Context: an optimization exercise on an open-source flow, tuned for small area. The choices shown serve that exercise and are no tape-out recipe.
RTL that was checked went through simulation tests only; none was proved equivalent to the original.
Power figures rest on the tool's default switching activity, not on a simulated workload.

==> flow/design.v <==
`timescale 1ns / 1ps
module ICMP(readmode,sendmode,hardreset,inputdata,typeoficmpin,codein,restofheaderin,clock,outputmessage,outputvalid,restofheaderout,typeoficmpout,codeout);
input hardreset;
input [31:0] inputdata;
input [31:0] restofheaderin;
input [7:0] typeoficmpin;
input [7:0] codein;
input clock;
input readmode;
input sendmode;
output [31:0] outputmessage;
output outputvalid;
output reg [31:0] restofheaderout;
output reg [7:0] typeoficmpout;
output reg [7:0] codeout;
reg [4:0] st;
wire ms = ~st[4];
wire mr = st[4];
wire [3:0] cnt = st[3:0];
reg [15:0] h0, h1, h2, h3, h4;
reg [15:0] l1;
reg [15:0] l2_n, l3_n, l4_n;    
wire [15:0] l2 = ~l2_n;
wire [15:0] l3 = ~l3_n;
reg [15:0] lo_n;    
wire [15:0] l4 = ~l4_n;
wire [15:0] lo = ~lo_n;
wire idle   = (st == 5'd0) | (st == 5'd13) | (st == 5'd23);
wire s_e1   = (st == 5'd1);
wire rot    = ms & (cnt >= 4'd4);
wire hsel   = (cnt <= 4'd5);
wire swin   = ms & (cnt >= 4'd9);
wire rwin   = mr & (cnt >= 4'd5);
wire lwin   = (st == 5'd9);
wire l4win  = (ms & (cnt >= 4'd10)) | rwin;
always @(posedge clock) begin
  if (hardreset)
    st <= 5'd0;
  else if (idle)
    st <= readmode ? 5'd17 : (sendmode ? 5'd1 : 5'd0);
  else
    st <= st + 5'd1;
end
wire [15:0] h4_d = rot ? h0 : inputdata[31:16];
wire [15:0] l1_d = rot ? l2 : inputdata[15:0];
wire [15:0] acc_op = s_e1 ? l1_d : lo;
wire [15:0] add_op = hsel ? h4_d : l1_d;
wire [15:0] sum = acc_op + add_op + 16'd1;
always @(posedge clock) begin
  h4 <= h4_d;
  h3 <= s_e1 ? restofheaderin[31:16] : h4;
  h2 <= s_e1 ? {typeoficmpin, codein} : h3;
  h1 <= h2;
  h0 <= h1;
  l1 <= l1_d;
  l2_n <= l3_n;
  l3_n <= l4_n;
  l4_n <= ~(s_e1 ? restofheaderin[15:0] : l1);
  lo_n <= ~sum;
end
always @(posedge clock) begin
  if (hardreset) begin
    restofheaderout <= 32'd0;
    typeoficmpout <= 8'd0;
    codeout <= 8'd0;
  end else begin
    if (mr & (cnt == 4'd2)) begin
      typeoficmpout <= h4[15:8];
      codeout <= h4[7:0];
    end
    if (mr & (cnt == 4'd3))
      restofheaderout <= {h4, l1};
  end
end
assign outputvalid = swin;
assign outputmessage = {({16{swin}} & h0) | ({16{rwin}} & h3),
                        ({16{lwin}} & lo) | ({16{l4win}} & l4)};
endmodule
Settings: LEC_CHECK=0, CAP_MARGIN=20, CORE_MARGIN=2, CORE_UTILIZATION=70, PLACE_DENSITY=0.8, SLEW_MARGIN=20; clock period 5.0 ns.
standard.sh (not shown) runs the stock make flow with config.mk's settings and CLKGATE_MAP_FILE= SYNTH_SCRIPT=/design/flow/synth_recipe.tcl, a recipe that flattens the netlist after the stock synthesis.
==> flow/flow/run.sh <==
#!/bin/bash
# Layout: the standard flow (standard.sh) with these changes:
#  - synthesis is ORFS's synth.tcl run through synth_recipe.tcl as standard.sh
#    does, except that ABC maps the logic with flow/area.abc (area mapping)
#    instead of ORFS's speed script; registers are mapped before ABC runs, so
#    they are the standard synthesis's
#  - the port buffers buffer_ports inserts are buf_1 cells
#  - CTS uses clkbuf_8 with smaller sink clusters and inserts no dummy loads
# make's full output goes to standard.log in the work folder; ORFS's per-step
# logs stay under orfs/logs.
set -euo pipefail
W=$(pwd)
export BUFFER_PORTS_ARGS="-buffer_cell sky130_fd_sc_hd__buf_1"
export CTS_ARGS="-sink_clustering_enable -repair_clock_nets -dont_use_dummy_load -buf_list sky130_fd_sc_hd__clkbuf_8 -sink_clustering_size 18 -sink_clustering_max_diameter 60"
awk -v s="$W/flow/area.abc" '{print} /source .*synth_preamble.tcl/ {print "set abc_args [lreplace $abc_args 1 1 " s "]"}' \
  "$FLOW_HOME/scripts/synth.tcl" > "$W/flow_synth.tcl"
grep -q "lreplace" "$W/flow_synth.tcl"
sed "s#source \$::env(SCRIPTS_DIR)/synth.tcl#source $W/flow_synth.tcl#" "$W/synth_recipe.tcl" > "$W/flow_synth_recipe.tcl"
grep -q "flow_synth.tcl" "$W/flow_synth_recipe.tcl"
sed "s#SYNTH_SCRIPT=$W/synth_recipe.tcl#SYNTH_SCRIPT=$W/flow_synth_recipe.tcl#" "$W/standard.sh" > "$W/flow_standard.sh"
grep -q "flow_synth_recipe.tcl" "$W/flow_standard.sh"
bash "$W/flow_standard.sh" > standard.log 2>&1
==> flow/flow/area.abc <==
strash
dc2
dc2
dch -f
amap
Rerun with:
--- a/flow/design.v
+++ b/flow/design.v
@@ -24,12 +24,16 @@
 wire [15:0] l3 = ~l3_n;
 reg [15:0] lo_n;    
 wire [15:0] l4 = ~l4_n;
 wire [15:0] lo = ~lo_n;
 wire idle   = (st == 5'd0) | (st == 5'd13) | (st == 5'd23);
-wire s_e1   = (st == 5'd1);
-wire rot    = ms & (cnt >= 4'd4);
+wire sel_h3 = (st == 5'd1);
+wire sel_l4 = (cnt == 4'd1);
+wire sel_h2 = (st <= 5'd1);
+wire sel_a  = (cnt <= 4'd1);
+wire rot_h  = ms & (cnt >= 4'd4) & (cnt <= 4'd8);
+wire rot_l  = ms & (cnt >= 4'd4);
 wire hsel   = (cnt <= 4'd5);
 wire swin   = ms & (cnt >= 4'd9);
 wire rwin   = mr & (cnt >= 4'd5);
 wire lwin   = (st == 5'd9);
 wire l4win  = (ms & (cnt >= 4'd10)) | rwin;
@@ -39,25 +43,25 @@
   else if (idle)
     st <= readmode ? 5'd17 : (sendmode ? 5'd1 : 5'd0);
   else
     st <= st + 5'd1;
 end
-wire [15:0] h4_d = rot ? h0 : inputdata[31:16];
-wire [15:0] l1_d = rot ? l2 : inputdata[15:0];
-wire [15:0] acc_op = s_e1 ? l1_d : lo;
+wire [15:0] h4_d = rot_h ? h0 : inputdata[31:16];
+wire [15:0] l1_d = rot_l ? l2 : inputdata[15:0];
+wire [15:0] acc_op = sel_a ? l1_d : lo;
 wire [15:0] add_op = hsel ? h4_d : l1_d;
 wire [15:0] sum = acc_op + add_op + 16'd1;
 always @(posedge clock) begin
   h4 <= h4_d;
-  h3 <= s_e1 ? restofheaderin[31:16] : h4;
-  h2 <= s_e1 ? {typeoficmpin, codein} : h3;
+  h3 <= sel_h3 ? restofheaderin[31:16] : h4;
+  h2 <= sel_h2 ? {typeoficmpin, codein} : h3;
   h1 <= h2;
   h0 <= h1;
   l1 <= l1_d;
   l2_n <= l3_n;
   l3_n <= l4_n;
-  l4_n <= ~(s_e1 ? restofheaderin[15:0] : l1);
+  l4_n <= ~(sel_l4 ? restofheaderin[15:0] : l1);
   lo_n <= ~sum;
 end
 always @(posedge clock) begin
   if (hardreset) begin
     restofheaderout <= 32'd0;
Effect: The changed run went through all stages and came out clean. Count of clock-buffer cells in the layout stays the same. Clock power goes down slightly. Synthesized cell count rises slightly. Hold slack is better by 0.0034 ns. Global-route usage drops by 0.59 points. Power increases by about a fifth.
For the second run of this note, only the layout was checked, not whether the RTL still works.

---

## the baseline
// ICMP: RTL as listed in full above, without the edits since
clock: 5.0 ns
lec_check: 0
cap_margin: 20
core_margin: 2
core_utilization: 70
place_density: 0.8
slew_margin: 20
==> flow/flow/run.sh <==
#!/bin/bash
# Layout: the standard flow (standard.sh) with these changes:
#  - synthesis is ORFS's synth.tcl run through synth_recipe.tcl as standard.sh
#    does, except that ABC maps the logic with flow/area.abc (area mapping)
#    instead of ORFS's speed script; registers are mapped before ABC runs, so
#    they are the standard synthesis's
#  - the floorplan step removes synthesis buffers (REMOVE_ABC_BUFFERS=1)
#    instead of running repair_timing on wire-load estimates
#  - the port buffers buffer_ports inserts are buf_1 cells
#  - CTS uses clkbuf_8 with smaller sink clusters and inserts no dummy loads
# make's full output goes to standard.log in the work folder; ORFS's per-step
# logs stay under orfs/logs.
set -euo pipefail
W=$(pwd)
export BUFFER_PORTS_ARGS="-buffer_cell sky130_fd_sc_hd__buf_1"
export REMOVE_ABC_BUFFERS=1
export CTS_ARGS="-sink_clustering_enable -repair_clock_nets -dont_use_dummy_load -buf_list sky130_fd_sc_hd__clkbuf_8 -sink_clustering_size 18 -sink_clustering_max_diameter 60"
awk -v s="$W/flow/area.abc" '{print} /source .*synth_preamble.tcl/ {print "set abc_args [lreplace $abc_args 1 1 " s "]"}' \
  "$FLOW_HOME/scripts/synth.tcl" > "$W/flow_synth.tcl"
grep -q "lreplace" "$W/flow_synth.tcl"
sed "s#source \$::env(SCRIPTS_DIR)/synth.tcl#source $W/flow_synth.tcl#" "$W/synth_recipe.tcl" > "$W/flow_synth_recipe.tcl"
grep -q "flow_synth.tcl" "$W/flow_synth_recipe.tcl"
sed "s#SYNTH_SCRIPT=$W/synth_recipe.tcl#SYNTH_SCRIPT=$W/flow_synth_recipe.tcl#" "$W/standard.sh" > "$W/flow_standard.sh"
grep -q "flow_synth_recipe.tcl" "$W/flow_standard.sh"
bash "$W/flow_standard.sh" > standard.log 2>&1
Scripts as last shown in full above: flow/flow/area.abc
For the candidate, these inputs were changed with respect to the baseline:
==> flow/design.v <==
`timescale 1ns / 1ps
module ICMP(readmode,sendmode,hardreset,inputdata,typeoficmpin,codein,restofheaderin,clock,outputmessage,outputvalid,restofheaderout,typeoficmpout,codeout);
input hardreset;
input [31:0] inputdata;
input [31:0] restofheaderin;
input [7:0] typeoficmpin;
input [7:0] codein;
input clock;
input readmode;
input sendmode;
output [31:0] outputmessage;
output outputvalid;
output reg [31:0] restofheaderout;
output reg [7:0] typeoficmpout;
output reg [7:0] codeout;
localparam [4:0] I   = 5'b00000,
                 S1  = 5'b01001, S2  = 5'b01010, S3  = 5'b01011,
                 S4  = 5'b11000, S5  = 5'b11001, S6  = 5'b10000,
                 S7  = 5'b10001, S8  = 5'b10010, S9  = 5'b10100,
                 S10 = 5'b10101, S11 = 5'b10110, S12 = 5'b10111,
                 S13 = 5'b11100,
                 R1  = 5'b00001, R2  = 5'b00010, R3  = 5'b00011,
                 R4  = 5'b00100, R5  = 5'b00101, R6  = 5'b00110,
                 R7  = 5'b00111;
reg [4:0] st;
reg [15:0] h0, h1, h2, h3, h4;
reg [15:0] l1;
reg [15:0] l2_n, l3_n, l4_n;    
wire [15:0] l2 = ~l2_n;
wire [15:0] l3 = ~l3_n;
reg [15:0] lo_n;    
wire [15:0] l4 = ~l4_n;
wire [15:0] lo = ~lo_n;
wire idle   = (st == I) | (st == S13) | (st == R7);
wire s_e1   = (st == S1);
wire rot    = st[4];
wire hsel   = st[3];
wire swin   = st[4] & st[2];                            
wire rwin   = (st == R5) | (st == R6) | (st == R7);
wire lwin   = (st == S9);
wire l4win  = (st == S10) | (st == S11) | (st == S12) | (st == S13) | rwin;
always @(posedge clock) begin
  if (hardreset)
    st <= I;
  else
    case (st)
      S1: st <= S2;   S2: st <= S3;   S3: st <= S4;   S4: st <= S5;
      S5: st <= S6;   S6: st <= S7;   S7: st <= S8;   S8: st <= S9;
      S9: st <= S10;  S10: st <= S11; S11: st <= S12; S12: st <= S13;
      R1: st <= R2;   R2: st <= R3;   R3: st <= R4;   R4: st <= R5;
      R5: st <= R6;   R6: st <= R7;
      default: st <= readmode ? R1 : (sendmode ? S1 : I);    
    endcase
end
wire [15:0] h4_d = rot ? h0 : inputdata[31:16];
wire [15:0] l1_d = rot ? l2 : inputdata[15:0];
wire [15:0] acc_op = s_e1 ? l1_d : lo;
wire [15:0] add_op = hsel ? h4_d : l1_d;
wire [15:0] sum = acc_op + add_op + 16'd1;
always @(posedge clock) begin
  h4 <= h4_d;
  h3 <= s_e1 ? restofheaderin[31:16] : h4;
  h2 <= s_e1 ? {typeoficmpin, codein} : h3;
  h1 <= h2;
  h0 <= h1;
  l1 <= l1_d;
  l2_n <= l3_n;
  l3_n <= l4_n;
  l4_n <= ~(s_e1 ? restofheaderin[15:0] : l1);
  lo_n <= ~sum;
end
always @(posedge clock) begin
  if (hardreset) begin
    restofheaderout <= 32'd0;
    typeoficmpout <= 8'd0;
    codeout <= 8'd0;
  end else begin
    if (st == R2) begin
      typeoficmpout <= h4[15:8];
      codeout <= h4[7:0];
    end
    if (st == R3)
      restofheaderout <= {h4, l1};
  end
end
assign outputvalid = swin;
assign outputmessage = {({16{swin}} & h0) | ({16{rwin}} & h3),
                        ({16{lwin}} & lo) | ({16{l4win}} & l4)};
endmodule
==> comparison <==
Compared with the baseline, in the candidate total number of clock tree sinks closely matched the old numbers; worst-case setup margin in the final layout increased by 46 ps relative to the old numbers; wire length of the first global-routing pass closely matched the old numbers.
Relative to the baseline, the candidate improves maximum vdd ir drop.
The candidate vs the baseline: switching component of the power down in the candidate
The layout overhead on the synthesized area of the candidate is lower than that of the baseline.
The candidate -> the baseline: number of tap instances flat

---

main:
ICMP, a different RTL version from the one above (not shown whole).
Size: roughly 610 cells after synthesis, ~210 flip-flops, ~6900 um^2 of cells after synthesis.
==> module ICMP, before the edit <==
module ICMP(readmode,sendmode,hardreset,inputdata,typeoficmpin,codein,restofheaderin,clock,outputmessage,outputvalid,restofheaderout,typeoficmpout,codeout);
input hardreset;
input [31:0] inputdata;
input [31:0] restofheaderin;
input [7:0] typeoficmpin;
input [7:0] codein;
input clock;
input readmode;
input sendmode;
output [31:0] outputmessage;
output outputvalid;
output reg [31:0] restofheaderout;
output reg [7:0] typeoficmpout;
output reg [7:0] codeout;
reg [3:0] cnt;
reg ms, mr;
reg [15:0] h0, h1, h2, h3, h4;
reg [15:0] l1;
reg [15:0] l2_n, l3_n, l4_n;    
wire [15:0] l2 = ~l2_n;
wire [15:0] l3 = ~l3_n;
reg [15:0] lo_n;    
wire [15:0] l4 = ~l4_n;
wire [15:0] lo = ~lo_n;
wire idle   = (cnt == 4'd0);
wire s_e1   = ms & (cnt == 4'd1);
wire rot    = ms & (cnt >= 4'd4);
wire hsel   = (cnt <= 4'd5);
wire swin   = ms & (idle | (cnt >= 4'd9));
wire rwin   = mr & (idle | (cnt >= 4'd5));
wire lwin   = ms & (cnt == 4'd9);
wire l4win  = (ms & (idle | (cnt >= 4'd10))) | rwin;
always @(posedge clock) begin
  if (hardreset) begin
    cnt <= 4'd0;
    ms <= 1'b0;
    mr <= 1'b0;
  end else if (idle) begin
    mr <= readmode;
    ms <= sendmode & ~readmode;
    cnt <= {3'b000, readmode | sendmode};
  end else if ((ms & (cnt == 4'd12)) | (mr & (cnt == 4'd6))) begin
    cnt <= 4'd0;
  end else begin
    cnt <= cnt + 4'd1;
  end
end
wire [15:0] h4_d = rot ? h0 : inputdata[31:16];
wire [15:0] l1_d = rot ? l2 : inputdata[15:0];
wire [15:0] acc_op = s_e1 ? l1_d : lo;
wire [15:0] add_op = hsel ? h4_d : l1_d;
wire [15:0] sum = acc_op + add_op + 16'd1;
always @(posedge clock) begin
  h4 <= h4_d;
  h3 <= s_e1 ? restofheaderin[31:16] : h4;
  h2 <= s_e1 ? {typeoficmpin, codein} : h3;
  h1 <= h2;
  h0 <= h1;
  l1 <= l1_d;
  l2_n <= l3_n;
  l3_n <= l4_n;
  l4_n <= ~(s_e1 ? restofheaderin[15:0] : l1);
  lo_n <= ~sum;
end
always @(posedge clock) begin
  if (hardreset) begin
    restofheaderout <= 32'd0;
    typeoficmpout <= 8'd0;
    codeout <= 8'd0;
  end else begin
    if (mr & (cnt == 4'd2)) begin
      typeoficmpout <= h4[15:8];
      codeout <= h4[7:0];
    end
    if (mr & (cnt == 4'd3))
      restofheaderout <= {h4, l1};
  end
end
assign outputvalid = swin;
assign outputmessage = {({16{swin}} & h0) | ({16{rwin}} & h3),
                        ({16{lwin}} & lo) | ({16{l4win}} & l4)};
endmodule
clock: 5.0 ns
lec_check: 0
cap_margin: 20
core_margin: 2
core_utilization: 70
place_density: 0.8
slew_margin: 20
==> flow/flow/run.sh <==
#!/bin/bash
# Layout: the standard flow (standard.sh) with these changes:
#  - synthesis is ORFS's synth.tcl run through synth_recipe.tcl as standard.sh
#    does, except that ABC maps the logic with flow/area.abc (area mapping)
#    instead of ORFS's speed script; registers are mapped before ABC runs, so
#    they are the standard synthesis's
#  - the port buffers buffer_ports inserts are buf_1 cells
#  - CTS uses clkbuf_8 with smaller sink clusters and inserts no dummy loads
# make's full output goes to standard.log in the work folder; ORFS's per-step
# logs stay under orfs/logs.
set -euo pipefail
W=$(pwd)
export BUFFER_PORTS_ARGS="-buffer_cell sky130_fd_sc_hd__buf_1"
export REMOVE_ABC_BUFFERS=1
export CTS_ARGS="-sink_clustering_enable -repair_clock_nets -dont_use_dummy_load -buf_list sky130_fd_sc_hd__clkbuf_8 -sink_clustering_size 18 -sink_clustering_max_diameter 60"
awk -v s="$W/flow/area.abc" '{print} /source .*synth_preamble.tcl/ {print "set abc_args [lreplace $abc_args 1 1 " s "]"}' \
  "$FLOW_HOME/scripts/synth.tcl" > "$W/flow_synth.tcl"
grep -q "lreplace" "$W/flow_synth.tcl"
sed "s#source \$::env(SCRIPTS_DIR)/synth.tcl#source $W/flow_synth.tcl#" "$W/synth_recipe.tcl" > "$W/flow_synth_recipe.tcl"
grep -q "flow_synth.tcl" "$W/flow_synth_recipe.tcl"
sed "s#SYNTH_SCRIPT=$W/synth_recipe.tcl#SYNTH_SCRIPT=$W/flow_synth_recipe.tcl#" "$W/standard.sh" > "$W/flow_standard.sh"
grep -q "flow_synth_recipe.tcl" "$W/flow_standard.sh"
bash "$W/flow_standard.sh" > standard.log 2>&1
Scripts as last shown in full above: flow/flow/area.abc
#### Input delta (the feature branch over main)
==> flow/design.v, changed modules only <==
module ICMP(readmode,sendmode,hardreset,inputdata,typeoficmpin,codein,restofheaderin,clock,outputmessage,outputvalid,restofheaderout,typeoficmpout,codeout);
input hardreset;
input [31:0] inputdata;
input [31:0] restofheaderin;
input [7:0] typeoficmpin;
input [7:0] codein;
input clock;
input readmode;
input sendmode;
output [31:0] outputmessage;
output outputvalid;
output reg [31:0] restofheaderout;
output reg [7:0] typeoficmpout;
output reg [7:0] codeout;
reg [4:0] st;
wire ms = ~st[4];
wire mr = st[4];
wire [3:0] cnt = st[3:0];
reg [15:0] h0, h1, h2, h3, h4;
reg [15:0] l1;
reg [15:0] l2_n, l3_n, l4_n;    
wire [15:0] l2 = ~l2_n;
wire [15:0] l3 = ~l3_n;
reg [15:0] lo_n;    
wire [15:0] l4 = ~l4_n;
wire [15:0] lo = ~lo_n;
wire idle   = (st == 5'd0) | (st == 5'd13) | (st == 5'd23);
wire sel_h3 = (st == 5'd1);
wire sel_l4 = (cnt == 4'd1);
wire sel_h2 = (st <= 5'd1);
wire sel_a  = (cnt <= 4'd1);
wire rot_h  = ms & (cnt >= 4'd4) & (cnt <= 4'd8);
wire rot_l  = ms & (cnt >= 4'd4);
wire hsel   = (cnt <= 4'd5);
wire swin   = ms & (cnt >= 4'd9);
wire rwin   = mr & (cnt >= 4'd5);
wire lwin   = (st == 5'd9);
wire l4win  = (ms & (cnt >= 4'd10)) | rwin;
always @(posedge clock) begin
  if (hardreset)
    st <= 5'd0;
  else if (idle)
    st <= readmode ? 5'd17 : (sendmode ? 5'd1 : 5'd0);
  else
    st <= st + 5'd1;
end
wire [15:0] h4_d = rot_h ? h0 : inputdata[31:16];
wire [15:0] l1_d = rot_l ? l2 : inputdata[15:0];
wire [15:0] acc_op = sel_a ? l1_d : lo;
wire [15:0] add_op = hsel ? h4_d : l1_d;
wire [15:0] sum = acc_op + add_op + 16'd1;
always @(posedge clock) begin
  h4 <= h4_d;
  h3 <= sel_h3 ? restofheaderin[31:16] : h4;
  h2 <= sel_h2 ? {typeoficmpin, codein} : h3;
  h1 <= h2;
  h0 <= h1;
  l1 <= l1_d;
  l2_n <= l3_n;
  l3_n <= l4_n;
  l4_n <= ~(sel_l4 ? restofheaderin[15:0] : l1);
  lo_n <= ~sum;
end
always @(posedge clock) begin
  if (hardreset) begin
    restofheaderout <= 32'd0;
    typeoficmpout <= 8'd0;
    codeout <= 8'd0;
  end else begin
    if (mr & (cnt == 4'd2)) begin
      typeoficmpout <= h4[15:8];
      codeout <= h4[7:0];
    end
    if (mr & (cnt == 4'd3))
      restofheaderout <= {h4, l1};
  end
end
assign outputvalid = swin;
assign outputmessage = {({16{swin}} & h0) | ({16{rwin}} & h3),
                        ({16{lwin}} & lo) | ({16{l4win}} & l4)};
endmodule
### Flow results
- Relative to main, the clock network fraction of total power of the feature branch is lower by 3.5 points.
- On number of instances in the placed design, the feature branch tracks main almost exactly.
- Diff main -> the feature branch: transition time at the pin with the least slew margin has decreased; final core area utilization has remained practically unchanged.
- Multi-input logic area in the feature branch is 0.52% higher than in main
- The feature branch: share of the cycle needed by the critical path after routing 2.7 points above main
- From main to the feature branch the numbers moved as follows: total via count in the routed design picked up an extra 85, worst setup slack moved down, floorplan die height neither gained nor lost much, clock edge transition at the registers on the reported setup and hold paths increased by 20 ps relative to the old numbers, fmax now sits lower.
- The feature branch -> main: number of max-cap violations delta 0, exact match
- | internal power | the feature branch vs main | about 18% higher |
- Re maximum number of pins on one net before global-route repair: the feature branch and main aren't equal, and the lower value belongs to the feature branch.
For the feature branch, only the layout was checked, not whether the RTL still works.

==> what the ideal ports hide <==
How much do the figures lean on ideal ports? The routed layouts below were timed once more, with nothing changed but the port constraints.
Step 1 (the two cells are an assumption about what drives the block):
set clk [get_ports {clock}]
set_driving_cell -lib_cell sky130_fd_sc_hd__clkbuf_16 $clk
set_driving_cell -lib_cell sky130_fd_sc_hd__buf_2 [delete_from_list [all_inputs] $clk]
Step 2, shift: input delay + t, output delay - t, t = (earliest + latest rising clock arrival at the registers) / 2. This alone moves slack from input paths to output paths.
Three values: ideal ports, drivers, drivers and shift; two values: the first two.
run | t, ns | slack for setup (ns) | clock arrival spread, ns
the first run of note 1 | 0.504 | 0.420 / 0.420 / 0.270 | 0.020 / 0.021
the second run of note 1 | 0.514 | 0.370 / 0.370 / 0.248 | 0.028 / 0.028
the baseline | 0.510 | 0.377 / 0.377 / 0.253 | 0.068 / 0.067
the candidate | 0.514 | 0.423 / 0.423 / 0.207 | 0.041 / 0.041
main | 0.509 | 0.379 / 0.379 / 0.335 | 0.014 / 0.014
the feature branch | 0.516 | 0.242 / 0.242 / 0.242 | 0.027 / 0.028
After both steps every run listed still meets setup and hold. The setup slack of the candidate, which loses most, moves by 0.000 ns with the drivers and by -0.216 ns with both steps.
